This is an optimization exercise on Yosys and OpenROAD, whose aim is small area, not a production implementation. Only simulation tests tie the RTL to the original design; equivalence was not proved. The flow treats the clock pin as an ideal source, which a real chip does not have.

before:
==> flow/design.v (excerpt) <==
module edabk_uart_tx #(
  parameter DATA_WIDTH    = 8        ,  
  parameter ADDRESS_WIDTH = 8   
)
(
  input                   clk       ,   
  input                   reset_n   ,   
  input  [2:0]            baudrate  ,   
  input                   parity    ,   
  input                   write     ,   
  input  [DATA_WIDTH-1:0] write_data,   
  input                   flush     ,   
  output                  tx_out    ,   
  output                  tx_busy   ,   
  output                  fifo_empty,   
  output                  fifo_full     
);
Size in the first run: ~20 I/O pins.
==> module edabk_uart_tx, before the edit <==
module edabk_uart_tx #(
  parameter DATA_WIDTH    = 8        ,  
  parameter ADDRESS_WIDTH = 8   
)
(
  input                   clk       ,   
  input                   reset_n   ,   
  input  [2:0]            baudrate  ,   
  input                   parity    ,   
  input                   write     ,   
  input  [DATA_WIDTH-1:0] write_data,   
  input                   flush     ,   
  output                  tx_out    ,   
  output                  tx_busy   ,   
  output                  fifo_empty,   
  output                  fifo_full     
);
  localparam NS = 1 << ADDRESS_WIDTH;   
  localparam PB = 3;                    
  localparam NP = NS >> PB;             
  localparam DL = (1 << PB) - 1;        
  wire bclk   ;  
  wire bclk_en;  
  baud_generator baud_generator (
    .clk      (clk      ),
    .reset_n  (reset_n  ),
    .baudrate (baudrate ),
    .bclk     (bclk     ),
    .bclk_rise(bclk_en  )
  );
  reg  [ADDRESS_WIDTH-1:0] wd   ;  
  reg  [ADDRESS_WIDTH-1:0] rd   ;  
  reg  [ADDRESS_WIDTH-1:0] id   ;  
  reg                      empty;
  reg                      full ;
  reg                      busy ;
  wire we  = write & ~full & ~flush;        
  wire pop = bclk_en & ~busy & ~empty;      
  assign fifo_empty = empty;
  assign fifo_full  = full;
  assign tx_busy    = busy;
  always @(posedge clk, negedge reset_n) begin : flags
    if (~reset_n) begin
      full  <= 1'b0;
      empty <= 1'b1;
    end else if (flush) begin
      full  <= 1'b0;
      empty <= 1'b1;
    end else begin
      full  <= ((wd == rd + 1'b1) & we & ~pop) | (full & ~pop);
      empty <= ((rd == wd + 1'b1) & pop & ~we) | (empty & ~we);
    end
  end
  reg  [DATA_WIDTH-1:0] dly [0:DL-1];  
  reg  [DL-1:0]         dv          ;  
  reg  [PB-1:0]         osel        ;  
  integer               k           ;
  always @(*) begin : oldest
    osel = 0;
    for (k = 0; k < DL; k = k + 1)
      if (dv[k]) osel = k;
  end
  wire                  pend = |dv;                             
  wire                  ins  = (id[PB-1:0] == 0) & (pend | we);  
  wire [DATA_WIDTH-1:0] din  = pend ? dly[osel] : write_data;
  always @(posedge clk) begin : delay_line
    dly[0] <= write_data;
    for (k = 1; k < DL; k = k + 1)
      dly[k] <= dly[k-1];
  end
  always @(posedge clk, negedge reset_n) begin : delay_valid
    if (~reset_n) begin
      dv <= 0;
    end else begin
      dv[0] <= we & ~(ins & ~pend);
      for (k = 1; k < DL; k = k + 1)
        dv[k] <= dv[k-1] & ~(ins & pend & (osel == k - 1)) & ~flush;
    end
  end
  always @(posedge clk, negedge reset_n) begin : pointers
    if (~reset_n) begin
      wd <= 0;
      rd <= 0;
      id <= 0;
    end else if (flush) begin
      wd <= 0;
      rd <= 0;
      id <= 0;
    end else begin
      wd <= we  ? wd : wd + 1'b1;
      rd <= pop ? rd : rd + 1'b1;
      id <= ins ? id : id + 1'b1;
    end
  end
  reg  [NS*DATA_WIDTH-1:0] ring;            
  wire [NS*DATA_WIDTH-1:0] ring_in;         
  wire [DATA_WIDTH-1:0]    pin  [0:NP-1];   
  genvar p;
  generate
    for (p = 0; p < NP; p = p + 1) begin : port
      wire [DATA_WIDTH-1:0] prev = ring[((p << PB) + NS - 1) % NS * DATA_WIDTH +: DATA_WIDTH];
      assign pin[p] = ~((ins && id[ADDRESS_WIDTH-1:PB] == p) ? (p % 2 ? din : ~din) : prev);
      assign ring_in[(p << PB) * DATA_WIDTH +: DATA_WIDTH] = pin[p];
      assign ring_in[((p << PB) + 1) * DATA_WIDTH +: ((1 << PB) - 1) * DATA_WIDTH] =
             ring[(p << PB) * DATA_WIDTH +: ((1 << PB) - 1) * DATA_WIDTH];
    end
  endgenerate
  always @(posedge clk) begin : ring_shift
    ring <= ring_in;
  end
  wire [DATA_WIDTH-1:0] tap    = pin[0];
  wire                  at_tap = (rd == 0);
  reg [DATA_WIDTH-1:0] head;  
  reg [6:0]            step;  
  reg                  pf  ;  
  reg                  pbit;  
  wire hfree = ~busy | (step[6:3] >= 4'd9);
  always @(posedge clk) begin : head_register
    if (hfree & empty & we)
      head <= write_data;
    else if (hfree & ~empty & at_tap)
      head <= tap;
  end
  always @(posedge clk, negedge reset_n) begin : busy_flag
    if (~reset_n) begin
      busy <= 1'b0;
    end else if (bclk_en) begin
      if (~busy)
        busy <= ~empty;
      else if (step == (pf ? 7'd88 : 7'd80))
        busy <= 1'b0;
    end
  end
  always @(posedge clk) begin : frame_counter
    if (bclk_en) begin
      if (~busy) begin
        step <= 0;
        pf   <= parity;
        pbit <= ~parity | ~(^head);
      end else begin
        step <= step + 1'b1;
      end
    end
  end
  reg tx;
  always @(*) begin : serial_out
    case (step[6:3])
      4'd0    : tx = 1'b0;
      4'd1    : tx = head[0];
      4'd2    : tx = head[1];
      4'd3    : tx = head[2];
      4'd4    : tx = head[3];
      4'd5    : tx = head[4];
      4'd6    : tx = head[5];
      4'd7    : tx = head[6];
      4'd8    : tx = head[7];
      4'd9    : tx = pbit;
      default : tx = 1'b1;
    endcase
  end
  assign tx_out = ~busy | tx;
endmodule
Settings: LEC_CHECK=0, CAP_MARGIN=10, CORE_MARGIN=2, CORE_UTILIZATION=60, PLACE_DENSITY=0.65, SLEW_MARGIN=10; clock period 10.0 ns.
standard.sh (not shown) runs the stock make flow with config.mk's settings and CLKGATE_MAP_FILE= SYNTH_SCRIPT=/design/flow/synth_recipe.tcl, a recipe that flattens the netlist after the stock synthesis.
==> flow/flow/run.sh <==
#!/bin/bash
# Layout flow: the standard flow (standard.sh) with three changes.
#  1. Synthesis runs the standard flow's own synthesis script (synth_recipe.tcl, which sources ORFS's
#     synth.tcl), but ABC maps the logic with an area-oriented script (flow/abc_area.script)
#     instead of ORFS's delay-oriented one. Flip-flops are mapped by dfflibmap before ABC runs,
#     so the registers (names, count, cell types) are those of the standard synthesis.
#  2. Clock tree synthesis clusters up to 35 sinks within 70 um on clkbuf_16 and inserts no
#     dummy loads.
#  3. Ports are buffered with buf_1.
# Each tool's output goes to a log of its own: synth.log (synthesis), standard.log (the rest);
# ORFS's per-step logs are under orfs/logs.
set -euo pipefail
here=$(pwd)

# abc wrapper: swap the mapping script, drop the delay target
cat > synth_area.tcl <<EOT
proc abc {args} {
  set i [lsearch -exact \$args -script]
  if { \$i >= 0 } { set args [lreplace \$args [expr {\$i + 1}] [expr {\$i + 1}] $here/flow/abc_area.script] }
  set j [lsearch -exact \$args -D]
  if { \$j >= 0 } { set args [lreplace \$args \$j [expr {\$j + 1}]] }
  yosys abc {*}\$args
}
EOT
cat synth_recipe.tcl >> synth_area.tcl

make -C "$FLOW_HOME" DESIGN_CONFIG="$here/config.mk" WORK_HOME="$here/orfs" CLKGATE_MAP_FILE= \
  SYNTH_SCRIPT="$here/synth_area.tcl" synth > synth.log 2>&1

export CTS_ARGS="-sink_clustering_enable -repair_clock_nets -sink_clustering_size 35 -sink_clustering_max_diameter 70 -buf_list sky130_fd_sc_hd__clkbuf_16 -dont_use_dummy_load"
export BUFFER_PORTS_ARGS="-buffer_cell sky130_fd_sc_hd__buf_1"
bash standard.sh > standard.log 2>&1
==> flow/flow/abc_area.script <==
strash
dc2
dch -f
amap -m
topo
The inputs of after differ from those of before as listed below.
--- a/flow/design.v
+++ b/flow/design.v
@@ -198,14 +198,12 @@
     end
   end
   always @(posedge clk) begin : frame_counter
-    if (bclk_en) begin
-      if (~busy) begin
-        step <= 0;
-        pf   <= parity;
-        pbit <= ~parity | ~(^head);
-      end else begin
-        step <= step + 1'b1;
-      end
+    step <= (bclk_en & ~busy) ? 7'd0 : step + (bclk_en & busy);
+  end
+  always @(posedge clk) begin : frame_setup
+    if (bclk_en & ~busy) begin
+      pf   <= parity;
+      pbit <= ~parity | ~(^head);
     end
   end
   reg tx;
[summary]
after ran to completion and came out clean on the timing, DRC and antenna checks.
Synthesized-area fraction occupied by ao, oa, aoi and oai cells: after vs before — no meaningful difference
after has length in cells of the worst reg-to-reg path above what before had.
The critical path depth of after exceeds that of before by 3.
The cell area after layout on after is in line with that on before.
[compare] base=before new=after: fraction of met3 tracks used by global routing rose 0.63 points; post-synthesis instance total closely matched the old numbers; mean instance size in the synthesized netlist roughly the same.

## static timing again, ports no longer ideal
Ports are ideal in the flow. The routed layouts listed here were re-timed in OpenROAD. Step 1 assumes that a clkbuf_16 drives the clock port and a buf_2 every other input. Step 2 moves the port delays by t, midway between the first and last clock arrival at a register: inputs arrive t later, outputs are due t later. That takes back most of the time a late clock gives input paths. Three values: no drivers, after step 1, after step 2; two values: the first two.
run	t, ns	setup WS [ns]	worst setup path at the end	worst data-port slew with drivers (ns)	pins driven straight from the clock port
before	0.673	4.392 / 4.392 / 4.300	input to register	0.07	1
after	0.678	4.369 / 4.409 / 3.731	input to register	0.04	1
After both steps every run listed still meets setup and hold. The setup slack of after, which loses most, moves by +0.040 ns with the drivers and by -0.638 ns with both steps.
